Context: an optimization exercise on an open-source flow, tuned for small area. The choices shown serve that exercise and are no tape-out recipe. Function was checked by simulation only, so behaviour that the tests miss may differ from the original. Power and IR drop assume default switching activity.

run A:
// toslink_core
module toslink_core(
    input 	  clock,
    input 	  reset,
    input 	  tos_in,
    input [7:0]   usb_data_in,
    output [7:0]  usb_data_out,
    output 	  usb_data_oe,
    input 	  usb_rxf,
    input 	  usb_txe,
    output 	  usb_rd,
    output 	  usb_wr,
    output 	  usb_siwua,
    output 	  port0_cmd_en,
    output [2:0]  port0_cmd_instr,
    output [5:0]  port0_cmd_bl,
    output [29:0] port0_cmd_byte_addr,
    output 	  port0_wr_en,
    output [31:0] port0_wr_data,
    input 	  port0_wr_full,
    output 	  port0_rd_en,
    input [31:0]  port0_rd_data,
    input 	  port0_rd_empty,
    output 	  port1_cmd_en,
    output [2:0]  port1_cmd_instr,
    output [5:0]  port1_cmd_bl,
    output [29:0] port1_cmd_byte_addr,
    output 	  port1_wr_en,
    output [31:0] port1_wr_data,
    output 	  done_led,
    output 	  sync_led,
    output [15:0] debug);
export LEC_CHECK = 0
export CAP_MARGIN = 20
export CORE_MARGIN = 2
export CORE_UTILIZATION = 65
export SLEW_MARGIN = 20
export BUFFER_PORTS_ARGS = -buffer_cell sky130_fd_sc_hd__buf_1
export CTS_ARGS = -sink_clustering_enable -repair_clock_nets -dont_use_dummy_load -buf_list sky130_fd_sc_hd__clkbuf_4 -sink_clustering_size 10 -sink_clustering_max_diameter 40
create_clock -name core_clock -period 10.0 [get_ports {clock}]
standard.sh (not shown) runs the stock make flow with config.mk's settings and CLKGATE_MAP_FILE= SYNTH_SCRIPT=/design/flow/synth_recipe.tcl, a recipe that flattens the netlist after the stock synthesis.
==> flow/flow/run.sh <==
#!/bin/bash
# The standard layout, with three changes:
#  - ABC maps the combinational logic for area (dc2, then dch and amap five times) instead of speed; the
#    rest of the synthesis is synth_recipe.tcl's (same flip-flops and names);
#  - buf_1 port buffers;
#  - a clock tree of clkbuf_4 without dummy loads.
# make's output goes to standard.log; each tool's to the ORFS logs.
set -e
here=$PWD
cat > my_synth.tcl <<EOS
proc abc {args} {
  set i [lsearch \$args -script]
  set args [lreplace \$args \$i [expr {\$i+1}] -script $here/flow/abc_area.script]
  yosys abc {*}\$args
}
EOS
cat synth_recipe.tcl >> my_synth.tcl
cat >> config.mk <<'EOC'
export BUFFER_PORTS_ARGS = -buffer_cell sky130_fd_sc_hd__buf_1
export CTS_ARGS = -sink_clustering_enable -repair_clock_nets -dont_use_dummy_load -buf_list sky130_fd_sc_hd__clkbuf_4 -sink_clustering_size 10 -sink_clustering_max_diameter 40
EOC
bash standard.sh SYNTH_SCRIPT=$here/my_synth.tcl finish > standard.log 2>&1
==> flow/flow/abc_area.script <==
strash
ifraig
dc2
dch -f
amap
strash
dch -f
amap
strash
dch -f
amap
strash
dch -f
amap
strash
dch -f
amap
topo
Per the final summary, run A finished and its layout is clean on timing, DRC and antenna.
--- input diff run A..run B ---
# run A
export LEC_CHECK = 0
export CAP_MARGIN = 20
export CORE_MARGIN = 2
export CORE_UTILIZATION = 65
export SLEW_MARGIN = 20
export BUFFER_PORTS_ARGS = -buffer_cell sky130_fd_sc_hd__buf_1
export CTS_ARGS = -sink_clustering_enable -repair_clock_nets -dont_use_dummy_load -buf_list sky130_fd_sc_hd__clkbuf_4 -sink_clustering_size 10 -sink_clustering_max_diameter 40
create_clock -name core_clock -period 10.0 [get_ports {clock}]
# run B
export LEC_CHECK = 0
export CAP_MARGIN = 20
export CORE_MARGIN = 2
export CORE_UTILIZATION = 70
export SLEW_MARGIN = 20
export BUFFER_PORTS_ARGS = -buffer_cell sky130_fd_sc_hd__buf_1
export CTS_ARGS = -sink_clustering_enable -repair_clock_nets -dont_use_dummy_load -buf_list sky130_fd_sc_hd__clkbuf_4 -sink_clustering_size 10 -sink_clustering_max_diameter 40
create_clock -name core_clock -period 10.0 [get_ports {clock}]
-- flow/flow/run.sh --
<<< run A, line 2
# The standard layout, with three changes:
#  - ABC maps the combinational logic for area (dc2, then dch and amap five times) instead of speed; the
#    rest of the synthesis is synth_recipe.tcl's (same flip-flops and names);
>>> run B, line 2
# The standard layout, with three changes:
#  - ABC maps the combinational logic for area (dc2, then dch and amap -m twelve times) instead of speed; the
#    rest of the synthesis is synth_recipe.tcl's (same flip-flops and names);
==> flow/flow/abc_area.script <==
strash
ifraig
dc2
dch -f
amap -m
strash
dch -f
amap -m
strash
dch -f
amap -m
strash
dch -f
amap -m
strash
dch -f
amap -m
strash
dch -f
amap -m
strash
dch -f
amap -m
strash
dch -f
amap -m
strash
dch -f
amap -m
strash
dch -f
amap -m
strash
dch -f
amap -m
strash
dch -f
amap -m
topo
Results
- Run A reports its critical path endpoint as command.args1[10] while run B reports command.args1[20].
- Run B against run A: detailed-routing wirelength on met1 now smaller; post-route total power comparable; post-synthesis instance total now smaller.
The inputs of run C differ from those of run B as listed below.
# run B
export LEC_CHECK = 0
export CAP_MARGIN = 20
export CORE_MARGIN = 2
export CORE_UTILIZATION = 70
export SLEW_MARGIN = 20
export BUFFER_PORTS_ARGS = -buffer_cell sky130_fd_sc_hd__buf_1
export CTS_ARGS = -sink_clustering_enable -repair_clock_nets -dont_use_dummy_load -buf_list sky130_fd_sc_hd__clkbuf_4 -sink_clustering_size 10 -sink_clustering_max_diameter 40
create_clock -name core_clock -period 10.0 [get_ports {clock}]
# run C
export LEC_CHECK = 0
export CAP_MARGIN = 5
export CORE_MARGIN = 2
export CORE_UTILIZATION = 65
export SLEW_MARGIN = 5
export BUFFER_PORTS_ARGS = -buffer_cell sky130_fd_sc_hd__buf_1
export CTS_ARGS = -sink_clustering_enable -repair_clock_nets -dont_use_dummy_load -buf_list sky130_fd_sc_hd__clkbuf_4 -sink_clustering_size 10 -sink_clustering_max_diameter 40
create_clock -name core_clock -period 10.0 [get_ports {clock}]
-- flow/flow/run.sh --
<<< run B, line 2
# The standard layout, with three changes:
#  - ABC maps the combinational logic for area (dc2, then dch and amap -m twelve times) instead of speed; the
#    rest of the synthesis is synth_recipe.tcl's (same flip-flops and names);
>>> run C, line 2
# The standard layout, with three changes:
#  - ABC maps the combinational logic for area (dc2, then dch and amap five times) instead of speed; the
#    rest of the synthesis is synth_recipe.tcl's (same flip-flops and names);
==> flow/flow/abc_area.script <==
strash
ifraig
dc2
dch -f
amap
strash
dch -f
amap
strash
dch -f
amap
strash
dch -f
amap
strash
dch -f
amap
topo
==> comparison <==
- Status: overall power after layout parity (run B, run C)
- Run C vs. run B: multi-input combinational gate total +about 0.5%; fraction of standard cell area that is sequential -0.52 points; area of the die +8.0%.
- Run C vs. run B: largest clock skew in the final design now sits higher; net switching component of the power neither gained nor lost much.


toslink_core, a different RTL version from the one above (not shown whole).
Size in the first run: roughly 1800 cells after synthesis, ~670 flip-flops, ~27000 µm² of cells after synthesis.
export LEC_CHECK = 0
export CAP_MARGIN = 20
export CORE_MARGIN = 2
export CORE_UTILIZATION = 40
export SLEW_MARGIN = 20
export BUFFER_PORTS_ARGS = -buffer_cell sky130_fd_sc_hd__buf_1
export CTS_ARGS = -sink_clustering_enable -repair_clock_nets -dont_use_dummy_load -buf_list sky130_fd_sc_hd__clkbuf_8 -sink_clustering_size 20 -sink_clustering_max_diameter 50
create_clock -name core_clock -period 10.0 [get_ports {clock}]
==> flow/flow/run.sh <==
#!/bin/bash
# The standard layout, with buf_1 port buffers and a clock tree without
# dummy loads.  Each tool's output goes to the ORFS logs; make's to standard.log.
set -e
cat >> config.mk <<'EOC'
export BUFFER_PORTS_ARGS = -buffer_cell sky130_fd_sc_hd__buf_1
export CTS_ARGS = -sink_clustering_enable -repair_clock_nets -dont_use_dummy_load -buf_list sky130_fd_sc_hd__clkbuf_8 -sink_clustering_size 20 -sink_clustering_max_diameter 50
EOC
bash standard.sh > standard.log 2>&1
Edit:
--- a/flow/flow/run.sh
+++ b/flow/flow/run.sh
@@ -7 +7 @@
-export CTS_ARGS = -sink_clustering_enable -repair_clock_nets -dont_use_dummy_load -buf_list sky130_fd_sc_hd__clkbuf_8 -sink_clustering_size 20 -sink_clustering_max_diameter 50
+export CTS_ARGS = -sink_clustering_enable -repair_clock_nets -dont_use_dummy_load -buf_list sky130_fd_sc_hd__clkbuf_4 -sink_clustering_size 10 -sink_clustering_max_diameter 40
Settings changed: CTS_ARGS -sink_clustering_enable -repair_clock_nets -dont_use_dummy_load -buf_list sky130_fd_sc_hd__clkbuf_8 -sink_clustering_size 20 -sink_clustering_max_diameter 50 to -sink_clustering_enable -repair_clock_nets -dont_use_dummy_load -buf_list sky130_fd_sc_hd__clkbuf_4 -sink_clustering_size 10 -sink_clustering_max_diameter 40.
Clock skew rises by 0.073 ns.
Wire length rises by about 0.54%.
Fmax falls by about 3%.
Setup slack gets worse by 0.17 ns.
Sequential power barely changes.
Via count rises by about 1.3%.
Cell area falls by about 0.8%.
Utilization falls by 0.36 points.
Total power falls by about 4%.


## oak
Another version of the RTL of toslink_core (not shown whole).
For scale: ~1900 cells after synthesis, roughly 670 flip-flops, ~220 I/O pins, roughly 27000 sq um of cells after synthesis.
// toslink_core
module toslink_core(
    input 	  clock,
    input 	  reset,
    input 	  tos_in,
    input [7:0]   usb_data_in,
    output [7:0]  usb_data_out,
    output 	  usb_data_oe,
    input 	  usb_rxf,
    input 	  usb_txe,
    output 	  usb_rd,
    output 	  usb_wr,
    output 	  usb_siwua,
    output 	  port0_cmd_en,
    output [2:0]  port0_cmd_instr,
    output [5:0]  port0_cmd_bl,
    output [29:0] port0_cmd_byte_addr,
    output 	  port0_wr_en,
    output [31:0] port0_wr_data,
    input 	  port0_wr_full,
    output 	  port0_rd_en,
    input [31:0]  port0_rd_data,
    input 	  port0_rd_empty,
    output 	  port1_cmd_en,
    output [2:0]  port1_cmd_instr,
    output [5:0]  port1_cmd_bl,
    output [29:0] port1_cmd_byte_addr,
    output 	  port1_wr_en,
    output [31:0] port1_wr_data,
    output 	  done_led,
    output 	  sync_led,
    output [15:0] debug);
clock: 10.0 ns
lec_check: 0
cap_margin: 20
core_margin: 2
core_utilization: 40
slew_margin: 20
buffer_ports_args: -buffer_cell sky130_fd_sc_hd__buf_1
cts_args: -sink_clustering_enable -repair_clock_nets -dont_use_dummy_load -buf_list sky130_fd_sc_hd__clkbuf_4 -sink_clustering_size 12
==> flow/flow/run.sh <==
#!/bin/bash
# The standard layout, with buf_1 port buffers and a clock tree without
# dummy loads.  Each tool's output goes to the ORFS logs; make's to standard.log.
set -e
cat >> config.mk <<'EOC'
export BUFFER_PORTS_ARGS = -buffer_cell sky130_fd_sc_hd__buf_1
export CTS_ARGS = -sink_clustering_enable -repair_clock_nets -dont_use_dummy_load -buf_list sky130_fd_sc_hd__clkbuf_4 -sink_clustering_size 12
EOC
bash standard.sh > standard.log 2>&1
For pine, these inputs were changed with respect to oak:
Settings: a change of CTS_ARGS from -sink_clustering_enable -repair_clock_nets -dont_use_dummy_load -buf_list sky130_fd_sc_hd__clkbuf_4 -sink_clustering_size 12 to -sink_clustering_enable -repair_clock_nets -dont_use_dummy_load -buf_list sky130_fd_sc_hd__clkbuf_8 -sink_clustering_size 20.
-- flow/flow/run.sh --
<<< oak, line 6
export BUFFER_PORTS_ARGS = -buffer_cell sky130_fd_sc_hd__buf_1
export CTS_ARGS = -sink_clustering_enable -repair_clock_nets -dont_use_dummy_load -buf_list sky130_fd_sc_hd__clkbuf_4 -sink_clustering_size 12
EOC
>>> pine, line 6
export BUFFER_PORTS_ARGS = -buffer_cell sky130_fd_sc_hd__buf_1
export CTS_ARGS = -sink_clustering_enable -repair_clock_nets -dont_use_dummy_load -buf_list sky130_fd_sc_hd__clkbuf_8 -sink_clustering_size 20
EOC
==> summary.txt <==
The higher total met3 wirelength after detailed routing of pine and oak is in oak.
Total area of sequential cells: pine vs oak identical
Compared to oak, pine has shortest clock period the worst path allows after layout 0.26 ns lower.
oak and pine ended up with roughly the same number of signal-net buffers in the layout.
Relative contribution of sequential cells to total power for pine: 1.2 points down relative to oak
Of pine and oak, it is pine that has the lower share of cell area taken by flip-flops and latches.
As of pine, count of clock-buffer cells in the layout had fallen by more than a quarter compared to oak.
Relative to oak, the wire length of the first global-routing pass measured on pine has decreased slightly.
Lower measured slew at the worst slew-check pin was reported by oak, not pine.
Design area (higher): pine
Higher relative contribution of the clock network to total power among pine and oak: pine
diff inputs: pine => birch
Settings: a deleted CTS_ARGS that had been -sink_clustering_enable -repair_clock_nets -dont_use_dummy_load -buf_list sky130_fd_sc_hd__clkbuf_8 -sink_clustering_size 20; a deleted BUFFER_PORTS_ARGS that had been -buffer_cell sky130_fd_sc_hd__buf_1.
==> flow/run.sh (new file) <==
#!/bin/bash
# synth_recipe.tcl (not shown) runs the flow's synth.tcl, then flattens the netlist and writes it again
# the make line also repeats each setting of config.mk as NAME=value (left out here)
make -C /OpenROAD-flow-scripts/flow DESIGN_CONFIG=/design/flow/config.mk WORK_HOME=/design/flow/orfs CLKGATE_MAP_FILE= SYNTH_SCRIPT=/design/flow/synth_recipe.tcl finish
removed: flow/flow/run.sh
removed: flow/standard.sh
==> comparison <==
- birch against pine: combinational share of power shows a reduction of 0.3 points; post-route worst setup slack shows a reduction of 0.27 ns; post-route setup TNS shows no meaningful change.
- Setup slack at placement (birch over pine): decrease, 0.25 ns
- Fraction of power consumed by the clock network ends up lower on pine.
- The core of birch is more densely filled than that of pine.
- met4 as the topmost layer with routed signal wires was reported by birch, and met5 by pine.
- Taking pine as the reference point, the period utilization of birch rises by 2.7 points.
- Net switching power, birch vs pine: up by a little under 10%
- Per the comparison of birch with pine, post-route minimum period has increased; final non-filler cell area rose by 2300 sq um.
Input changes introduced in maple (baseline for comparison: birch):
Settings: CTS_CLUSTER_SIZE newly set to 16; CTS_BUF_LIST newly set to sky130_fd_sc_hd__clkbuf_8 sky130_fd_sc_hd__clkbuf_16.
Findings:
Looking at birch and maple, the design area is a wash.
Status: ratio of final minimum period to clock period parity (maple, birch)
Comparing birch with maple, the average detailed-routed wire length per instance came out essentially unchanged.
Looking at birch and maple, the fmax is a wash.
On overall via count from detail_route, birch and maple are basically level.
In terms of routed wire length, maple and birch differ only marginally.

static timing again, ports no longer ideal:
No port has a modelled driver above. Below, the same layouts with a new extraction and two added sets of constraints. Step 1 (the two cells are an assumption about what drives the block):
set clk [get_ports {clock}]
set_driving_cell -lib_cell sky130_fd_sc_hd__clkbuf_16 $clk
set_driving_cell -lib_cell sky130_fd_sc_hd__buf_2 [delete_from_list [all_inputs] $clk]
Step 2 also shifts input and output timing later by t, the mid clock arrival at the registers, as if the neighbouring blocks saw the same clock. Three values: ideal ports, drivers, drivers and shift; two values: the first two.
| run | shift t [ns] | slack for setup (ns) | worst data-port slew with drivers (ns) | pins driven straight from the clock port |
|---|---|---|---|---|
| run A | 0.818 | 4.184 / 4.184 / 4.184 | 0.10 | 1 |
| run B | 0.814 | 3.465 / 3.465 / 3.465 | 0.04 | 1 |
| run C | 0.817 | 4.009 / 4.009 / 4.009 | 0.10 | 1 |
| the first run of note 2 | 0.709 | 4.840 / 4.786 / 5.388 | 0.11 | 1 |
| the second run of note 2 | 0.885 | 4.674 / 4.618 / 5.317 | 0.11 | 1 |
| oak | 0.989 | 4.397 / 4.336 / 5.230 | 0.11 | 1 |
| pine | 0.725 | 4.661 / 4.603 / 5.234 | 0.11 | 1 |
| birch | 0.680 | 4.393 / 4.331 / 5.012 | 0.10 | 1 |
| maple | 0.680 | 4.397 / 4.335 / 5.016 | 0.09 | 1 |
After both steps every run listed still meets setup and hold.
